Context: an optimization exercise on an open-source flow, tuned for small area and a short achievable clock period. The choices shown serve that exercise and are no tape-out recipe. RTL that was checked went through simulation tests only; none was proved equivalent to the original.

==> job 4531 <==
Design DCT, start of the top module:
module DCT #(parameter horizontal = 1) (
  input wire CLK, input wire RST, input wire i_stb,
  input wire [7:0] i_D0, i_D1, i_D2, i_D3, i_D4, i_D5, i_D6, i_D7,
  output wire o_stb,
  output wire signed [15:0] o_D0, o_D1, o_D2, o_D3, o_D4, o_D5, o_D6, o_D7
);
clock: 8.0 ns
lec_check: 0
abc_clock_period_in_ps: 3000
cap_margin: 20
core_margin: 2
core_utilization: 40
place_density: 0.6
setup_slack_margin: 5
slew_margin: 20
synth_hierarchical: 1
synth_minimum_keep_size: 0
run.sh (not shown) runs the stock make flow with config.mk's settings and CLKGATE_MAP_FILE= SYNTH_SCRIPT=/design/flow/synth_recipe.tcl, a recipe that flattens the netlist after the stock synthesis.
==> inputs of job 9385, as changes to job 4531 <==
- ABC_CLOCK_PERIOD_IN_PS: 3000 -> 3500
- SETUP_SLACK_MARGIN: 5 -> 4.5
==> results.json <==
{
  "outcome": "finished clean",
  "multi_input_area_share_pct": 55.77,
  "hold_path_end": "r3_134",
  "r2r_slack_ps": 2980,
  "layout_setup_ws_ps": 2982,
  "clock_area_share_pct": 4.614,
  "top_layer": "met5",
  "dpl_cell_area_um2": 35080,
  "fin_crit_ps": 5018
}
[end of results for job 9385]
==> results.json <==
{
  "dominant_cells": "multi-input gates",
  "start_util_pct": 40.47,
  "layout_setup_ws_ps": 3019,
  "outcome": "finished clean",
  "fin_crit_ps": 4981,
  "r2r_slack_ps": 3020,
  "synth_warnings": 7,
  "clkLatencyLatePin_ps": 620,
  "die_area_um2": 83930,
  "dpl_cell_area_um2": 35330,
  "critPathBufInv": 2,
  "multi_input_area_share_pct": 56.02,
  "cts.clk_slew.worst_paths_ps": 60,
  "clock_area_share_pct": 4.515
}
[end of results for job 4531]
No run of this note included a check of the RTL's function; only the layout flow was run.

---

==> inputs of run a <==
DCT, a different RTL version from the one above (not shown whole).
make LEC_CHECK=0 ABC_CLOCK_PERIOD_IN_PS=3000 CAP_MARGIN=20 CORE_MARGIN=2 CORE_UTILIZATION=40 PLACE_DENSITY=0.6 SETUP_SLACK_MARGIN=5 SLEW_MARGIN=20 SYNTH_HIERARCHICAL=1 SYNTH_MINIMUM_KEEP_SIZE=0 finish   # period 8.0 ns
==> run b: changes against run a <==
==> flow/flow/run.sh (new file) <==
#!/bin/bash
# Own layout flow: the standard layout (standard.sh, standard synthesis unchanged),
# with a tighter setup-repair target and plain buffers on the ports.
# Knobs are set in flow/knobs.txt (one make assignment per line).
set -euo pipefail
here=$(pwd)
python3 - "$here" <<'PY'
import sys, shlex
here = sys.argv[1]
s = open(here + '/standard.sh').read()
knobs = [l.strip() for l in open(here + '/flow/knobs.txt') if l.strip() and not l.startswith('#')]
extra = ' '.join(shlex.quote(k) for k in knobs)
s = s.replace('"${@:-finish}"', extra + ' "${@:-finish}"')
open(here + '/standard_own.sh', 'w').write(s)
PY
bash standard_own.sh > "$here/flow_make.log" 2>&1
==> flow/flow/knobs.txt (new file) <==
SETUP_SLACK_MARGIN=5.0
BUFFER_PORTS_ARGS=-buffer_cell sky130_fd_sc_hd__buf_2
==> flow/standard.sh (new file) <==
#!/bin/bash
# synth_recipe.tcl (not shown) runs the flow's synth.tcl, then flattens the netlist and writes it again
# the make line also repeats each setting of config.mk as NAME=value (left out here)
make -C /OpenROAD-flow-scripts/flow DESIGN_CONFIG=/design/flow/config.mk WORK_HOME=/design/flow/orfs CLKGATE_MAP_FILE= SYNTH_SCRIPT=/design/flow/synth_recipe.tcl "${@:-finish}"
removed: flow/run.sh
==> run c: changes against run a <==
==> flow/flow/run.sh (new file) <==
#!/bin/bash
# Own layout flow: the standard layout (standard.sh, standard synthesis unchanged),
# with a tighter setup-repair target and plain buffers on the ports.
# Knobs are set in flow/knobs.txt (one make assignment per line).
set -euo pipefail
here=$(pwd)
python3 - "$here" <<'PY'
import sys, shlex
here = sys.argv[1]
s = open(here + '/standard.sh').read()
knobs = [l.strip() for l in open(here + '/flow/knobs.txt') if l.strip() and not l.startswith('#')]
extra = ' '.join(shlex.quote(k) for k in knobs)
s = s.replace('"${@:-finish}"', extra + ' "${@:-finish}"')
open(here + '/standard_own.sh', 'w').write(s)
PY
bash standard_own.sh > "$here/flow_make.log" 2>&1
==> flow/flow/knobs.txt (new file) <==
SETUP_SLACK_MARGIN=5.2
BUFFER_PORTS_ARGS=-buffer_cell sky130_fd_sc_hd__buf_2
==> flow/standard.sh (new file) <==
#!/bin/bash
# synth_recipe.tcl (not shown) runs the flow's synth.tcl, then flattens the netlist and writes it again
# the make line also repeats each setting of config.mk as NAME=value (left out here)
make -C /OpenROAD-flow-scripts/flow DESIGN_CONFIG=/design/flow/config.mk WORK_HOME=/design/flow/orfs CLKGATE_MAP_FILE= SYNTH_SCRIPT=/design/flow/synth_recipe.tcl "${@:-finish}"
ABC_CLOCK_PERIOD_IN_PS = 1500   (was 3000)
removed: flow/run.sh
==> run d: changes against run a <==
CTS_BUF_LIST = sky130_fd_sc_hd__clkbuf_4 sky130_fd_sc_hd__clkbuf_8   (was not set)
==> run notes <==
metric                                                  run b       run a       run d       run c
Cts bufs inserted                                          69          71         104          68
Grt met3 use                                            3.50%       4.00%       4.53%       4.08%
Crit-path max FO                                            7           2           3           2
R2r startpoint                                        r2_1380     r1_1054     r1_1131     r1_1054
Commonest non-fill, non-tap cell in the layout        dfxtp_1     dfxtp_1     dfxtp_1        fa_1
WL final                                             82600 µm    83200 µm    83200 µm    83500 µm
Reg2Reg Setup Slack                                   5.03 ns     5.01 ns     4.97 ns     5.01 ns
Outcome                              timing/DRC/antenna clean  timing/DRC/antenna clean  timing/DRC/antenna clean  timing/DRC/antenna clean
WL per Instance                                       19.0 µm     19.0 µm     18.8 µm     19.0 µm
Filler Cell Count                                        8175        8127        8080        8026
CP max stage delay                                    0.90 ns     0.56 ns     0.56 ns     0.55 ns
No functional check of the RTL was part of any run of this note.

---

==> v36 <==
DCT, a different RTL version from the one above (not shown whole).
Settings: LEC_CHECK=0, ABC_CLOCK_PERIOD_IN_PS=3000, CAP_MARGIN=20, CORE_MARGIN=2, CORE_UTILIZATION=40, PLACE_DENSITY=0.6, SETUP_SLACK_MARGIN=5, SLEW_MARGIN=20, SYNTH_HIERARCHICAL=1, SYNTH_MINIMUM_KEEP_SIZE=0; clock period 8.0 ns.
Stock flow here: none of the scripts above is used.
==> inputs of v20, as changes to v36 <==
==> flow/flow/run.sh (new file) <==
#!/bin/bash
# Own layout flow: the standard layout (standard.sh, standard synthesis unchanged),
# with a tighter setup-repair target and plain buffers on the ports.
# Knobs are set in flow/knobs.txt (one make assignment per line).
set -euo pipefail
here=$(pwd)
python3 - "$here" <<'PY'
import sys, shlex
here = sys.argv[1]
s = open(here + '/standard.sh').read()
knobs = [l.strip() for l in open(here + '/flow/knobs.txt') if l.strip() and not l.startswith('#')]
extra = ' '.join(shlex.quote(k) for k in knobs)
s = s.replace('"${@:-finish}"', extra + ' "${@:-finish}"')
open(here + '/standard_own.sh', 'w').write(s)
PY
bash standard_own.sh > "$here/flow_make.log" 2>&1
==> flow/flow/knobs.txt (new file) <==
SETUP_SLACK_MARGIN=5.0
BUFFER_PORTS_ARGS=-buffer_cell sky130_fd_sc_hd__buf_2
==> flow/standard.sh (new file) <==
#!/bin/bash
# synth_recipe.tcl (not shown) runs the flow's synth.tcl, then flattens the netlist and writes it again
# the make line also repeats each setting of config.mk as NAME=value (left out here)
make -C /OpenROAD-flow-scripts/flow DESIGN_CONFIG=/design/flow/config.mk WORK_HOME=/design/flow/orfs CLKGATE_MAP_FILE= SYNTH_SCRIPT=/design/flow/synth_recipe.tcl "${@:-finish}"
removed: flow/run.sh
==> summary of the runs <==
In synthesized area, v36 and v20 do not differ. Non-clock buffer count: v20 is lower than v36 (11). Of v20 and v36, v36 has the higher worst setup slack (gap 13 ps). Clock skew: v36 is higher than v20 (8.8 ps). Of v36 and v20, v36 has the higher core utilization (gap 1.0 points). Against v36, the global-route usage of v20 is lower by 0.19 points.
==> figures <==
|  | v20 | v36 |
|---|---|---|
| Met2 wire length | 37.9 mm | 37.9 mm |
| CTS Buf Count | 69 | 71 |
| Fill cell total of the finished layout | 8027 | 8077 |
| Final Cell Area | 0.0397 sq mm | 0.0406 sq mm |
| Run status | finished clean | finished clean |
| Routed length per placed instance | 19.2 um | 19.3 um |
| Worst Clk Skew | 21.5 ps | 30.3 ps |
| Initial drt markers | 880 | 1060 |
| Data arrival at the endpoint of the critical path | 3630 ps | 3610 ps |
| Length of routed met3 wiring | 4.61 mm | 4.32 mm |
| Fraction of standard cell area in multi-input logic | 0.540 | 0.531 |
| Crit path required time | 8550 ps | 8540 ps |
| Buffer count from post-CTS setup fixing | 3 | 13 |
| Fraction of area in clock buffers and inverters | 0.0583 | 0.0573 |
No run of this note included a check of the RTL's function; only the layout flow was run.

---

==> job 6146 <==
DCT, a different RTL version from the one above (not shown whole).
clock: 8.0 ns
lec_check: 0
abc_clock_period_in_ps: 3000
cap_margin: 20
core_margin: 2
core_utilization: 40
cts_cluster_diameter: 110
cts_cluster_size: 32
place_density: 0.6
setup_slack_margin: 5
slew_margin: 20
synth_hierarchical: 1
synth_minimum_keep_size: 0
standard.sh (not shown) runs the stock make flow with config.mk's settings and CLKGATE_MAP_FILE= SYNTH_SCRIPT=/design/flow/synth_recipe.tcl, a recipe that flattens the netlist after the stock synthesis.
==> flow/flow/run.sh <==
#!/bin/bash
# Own layout flow: the standard layout (standard.sh, standard synthesis unchanged),
# with a tighter setup-repair target and plain buffers on the ports.
# Knobs are set in flow/knobs.txt (one make assignment per line).
set -euo pipefail
here=$(pwd)
python3 - "$here" <<'PY'
import sys, shlex
here = sys.argv[1]
s = open(here + '/standard.sh').read()
knobs = [l.strip() for l in open(here + '/flow/knobs.txt') if l.strip() and not l.startswith('#')]
extra = ' '.join(shlex.quote(k) for k in knobs)
s = s.replace('"${@:-finish}"', extra + ' "${@:-finish}"')
open(here + '/standard_own.sh', 'w').write(s)
PY
bash standard_own.sh > "$here/flow_make.log" 2>&1
==> flow/flow/knobs.txt <==
SETUP_SLACK_MARGIN=5.15
BUFFER_PORTS_ARGS=-buffer_cell sky130_fd_sc_hd__buf_2
==> job 5953: changes against job 6146 <==
Settings changed: CTS_CLUSTER_DIAMETER 110 to not set, CTS_CLUSTER_SIZE 32 to not set.
==> job 4252: changes against job 6146 <==
Settings changed: CTS_CLUSTER_DIAMETER 110 to 100, CTS_CLUSTER_SIZE 32 to 28.
==> run notes <==
- Job 4252 passed the timing, DRC and antenna checks. Job 6146 ran to the end with no violations. Job 5953 finished with timing, DRC and antenna clean.
- Synthesized cell count is the same in job 6146 and job 4252.
- Global-route usage: job 6146 is lower than job 5953 (0.48 points).
- Worst setup slack, lowest first: job 4252, job 5953, job 6146.
- Against job 5953, the sequential share of layout area of job 4252 is higher by 1.0 points.
- Final cell count: job 6146 is smaller than job 4252 (about 0.5%).
- In sequential cell count, job 6146 and job 5953 do not differ.

---

==> try-juniper <==
Another version of the RTL of DCT (not shown whole).
clock: 8.0 ns
lec_check: 0
abc_clock_period_in_ps: 3000
cap_margin: 20
core_margin: 2
core_utilization: 40
place_density: 0.6
setup_slack_margin: 5
slew_margin: 20
synth_hierarchical: 1
synth_minimum_keep_size: 0
run.sh (not shown) runs the stock make flow with config.mk's settings and CLKGATE_MAP_FILE= SYNTH_SCRIPT=/design/flow/synth_recipe.tcl, a recipe that flattens the netlist after the stock synthesis.
Stock flow here: none of the scripts above is used.
==> try-willow (differences from try-juniper) <==
- CORE_UTILIZATION: 40 -> 55
- PLACE_DENSITY: 0.6 -> 0.75
==> try-nickel (differences from try-juniper) <==
==> flow/flow/run.sh (new file) <==
#!/bin/bash
# Own layout flow: the standard layout (standard.sh, standard synthesis unchanged),
# with a tighter setup-repair target and plain buffers on the ports.
# Knobs are set in flow/knobs.txt (one make assignment per line).
set -euo pipefail
here=$(pwd)
python3 - "$here" <<'PY'
import sys, shlex
here = sys.argv[1]
s = open(here + '/standard.sh').read()
knobs = [l.strip() for l in open(here + '/flow/knobs.txt') if l.strip() and not l.startswith('#')]
extra = ' '.join(shlex.quote(k) for k in knobs)
s = s.replace('"${@:-finish}"', extra + ' "${@:-finish}"')
open(here + '/standard_own.sh', 'w').write(s)
PY
bash standard_own.sh > "$here/flow_make.log" 2>&1
==> flow/flow/knobs.txt (new file) <==
SETUP_SLACK_MARGIN=5.3
BUFFER_PORTS_ARGS=-buffer_cell sky130_fd_sc_hd__buf_2
==> flow/standard.sh (new file) <==
#!/bin/bash
# synth_recipe.tcl (not shown) runs the flow's synth.tcl, then flattens the netlist and writes it again
# the make line also repeats each setting of config.mk as NAME=value (left out here)
make -C /OpenROAD-flow-scripts/flow DESIGN_CONFIG=/design/flow/config.mk WORK_HOME=/design/flow/orfs CLKGATE_MAP_FILE= SYNTH_SCRIPT=/design/flow/synth_recipe.tcl "${@:-finish}"
removed: flow/run.sh
==> run_results.csv <==
group,metric,value,unit
cells_and_area,multi_input_area,0.0215,sq mm
cells_and_area,stdcell_count,4046,
run_status,status,"complete, no violations",
cells_and_area,multi_input_area_share,53.7,%
-- figures above: try-willow

==> run_results.csv <==
group,metric,value,unit
run_status,status,"complete, no violations",
worst_setup_path,critPathMaxStageDelay,0.55,ns
cells_and_area,stdcell_count,4333,
worst_setup_path,worst-path-max-fanout,5,
cells_and_area,multi_input_area,0.0214,sq mm
grt,grt_use_total,19.2,%
clocking,htree_levels,2,
-- figures above: try-juniper

==> run_results.csv <==
group,metric,value,unit
run_status,status,"complete, no violations",
floorplanning,core_area,0.0854,sq mm
worst_setup_path,setup.worst_path.end_class,"flop",
cells_and_area,stdcell_count,4408,
cells_and_area,final-clk-cell-share,4.79,%
synth,synth_compound_area_share,5.35,%
cells_and_area,drive_above_1_share,26.4,%
cells_and_area,multi_input_area_share,53.3,%
placed_design,pre_cts_slack,4.47,ns
-- figures above: try-nickel


---

==> inputs of trial 95 <==
DCT, a different RTL version from the one above (not shown whole).
// DCT
module DCT #(parameter horizontal = 1) (
  input wire CLK, input wire RST, input wire i_stb,
  input wire [7:0] i_D0, i_D1, i_D2, i_D3, i_D4, i_D5, i_D6, i_D7,
  output wire o_stb,
  output wire signed [15:0] o_D0, o_D1, o_D2, o_D3, o_D4, o_D5, o_D6, o_D7
);
Settings: LEC_CHECK=0, CAP_MARGIN=20, CORE_MARGIN=2, CORE_UTILIZATION=40, PLACE_DENSITY=0.6, SLEW_MARGIN=20, SYNTH_HIERARCHICAL=1, SYNTH_MINIMUM_KEEP_SIZE=0; clock period 8.0 ns.
Stock flow here: none of the scripts above is used.
==> build 63 (differences from trial 95) <==
--- a/flow/config.mk
+++ b/flow/config.mk
@@ -7,2 +7,3 @@
 export LEC_CHECK = 0
+export ABC_CLOCK_PERIOD_IN_PS = 3500
 export CAP_MARGIN = 20
@@ -11,2 +12,3 @@
 export PLACE_DENSITY = 0.6
+export SETUP_SLACK_MARGIN = 4.5
 export SLEW_MARGIN = 20
==> run_results.csv <==
group,metric,value,unit
run_status,outcome,"timing/DRC/antenna clean",
sta,setup_ws,2.11,ns
clock_network,numCtsBuffers,56,
finish,sh_seq_area,0.272,
place,post_dp_cell_area,35300,um^2
finish,final_cell_mix,"fa_1, dfxtp_1, inv_1",
worst_setup_path,cp_max_fo,8,
finish,n_all_buffers,211,
routing,viasPerCell,4.73,
sta,rsz0062_at_grt,"no",
global_route,use_met2,0.359,
-- figures above: trial 95

==> run_results.csv <==
group,metric,value,unit
run_status,outcome,"timing/DRC/antenna clean",
sta,rsz0062_at_grt,"yes",
worst_setup_path,cp_max_fo,2,
finish,largest_reg_flops,4,
global_route,use_met2,0.383,
clock_network,numCtsBuffers,58,
clock_network,cts_resized,175,
finish,n_all_buffers,291,
finish,sh_seq_area,0.267,
finish,final_cell_mix,"fa_1, inv_1, dfxtp_1",
place,post_dp_cell_area,35400,um^2
-- figures above: build 63

No functional check of the RTL was part of any run of this note.

-- afterwards: timing with drivers on the ports --
Ports are ideal in the flow. The routed layouts listed here were re-timed in OpenROAD.
Step 1 assumes that a clkbuf_16 drives the clock port and a buf_2 every other input.
Step 2 moves the port delays by t, midway between the first and last clock arrival at a register: inputs arrive t later, outputs are due t later. That takes back most of the time a late clock gives input paths.
a / b / c = no drivers / after step 1 / after step 2; a / b = the first two.
| run | t (ns) | slack for setup (ns) | latest minus earliest clock arrival (ns) | slew at the worst register clock pin (ns) | worst slew at a driven data input, ns |
|---|---|---|---|---|---|
| job 4531 | 0.666 | 3.019 / 3.019 / 3.019 | 0.045 / 0.046 | 0.06 / 0.06 | 0.07 |
| job 9385 | 0.655 | 2.982 / 2.982 / 2.982 | 0.046 / 0.046 | 0.07 / 0.07 | 0.16 |
| run a | 0.685 | 5.008 / 5.008 / 4.403 | 0.022 / 0.021 | 0.07 / 0.07 | 0.13 |
| run b | 0.683 | 5.028 / 5.028 / 4.394 | 0.022 / 0.022 | 0.06 / 0.06 | 0.16 |
| run c | 0.670 | 5.008 / 5.008 / 4.436 | 0.020 / 0.020 | 0.07 / 0.07 | 0.20 |
| run d | 0.778 | 4.973 / 4.973 / 4.296 | 0.043 / 0.043 | 0.07 / 0.07 | 0.13 |
| v36 | 0.676 | 4.928 / 4.928 / 4.448 | 0.031 / 0.032 | 0.06 / 0.06 | 0.06 |
| v20 | 0.683 | 4.916 / 4.916 / 4.481 | 0.026 / 0.026 | 0.06 / 0.06 | 0.06 |
| job 6146 | 0.671 | 5.193 / 5.170 / 4.499 | 0.044 / 0.044 | 0.12 / 0.12 | 0.08 |
| job 5953 | 0.680 | 5.176 / 5.176 / 4.521 | 0.022 / 0.022 | 0.06 / 0.06 | 0.09 |
| job 4252 | 0.643 | 5.158 / 5.155 / 4.532 | 0.035 / 0.035 | 0.11 / 0.11 | 0.09 |
| try-juniper | 0.696 | 4.879 / 4.879 / 4.386 | 0.057 / 0.057 | 0.06 / 0.06 | 0.08 |
| try-willow | 0.682 | 4.845 / 4.845 / 4.372 | 0.073 / 0.073 | 0.07 / 0.07 | 0.08 |
| try-nickel | 0.700 | 4.904 / 4.904 / 4.611 | 0.073 / 0.072 | 0.07 / 0.07 | 0.10 |
| trial 95 | 0.679 | 2.112 / 2.112 / 2.112 | 0.052 / 0.052 | 0.07 / 0.07 | 0.06 |
| build 63 | 0.689 | 2.955 / 2.955 / 2.955 | 0.049 / 0.050 | 0.07 / 0.07 | 0.06 |
After both steps setup and hold are still met in every run listed. The setup slack of job 6146, which loses most, moves by -0.023 ns with the drivers and by -0.694 ns with both steps.
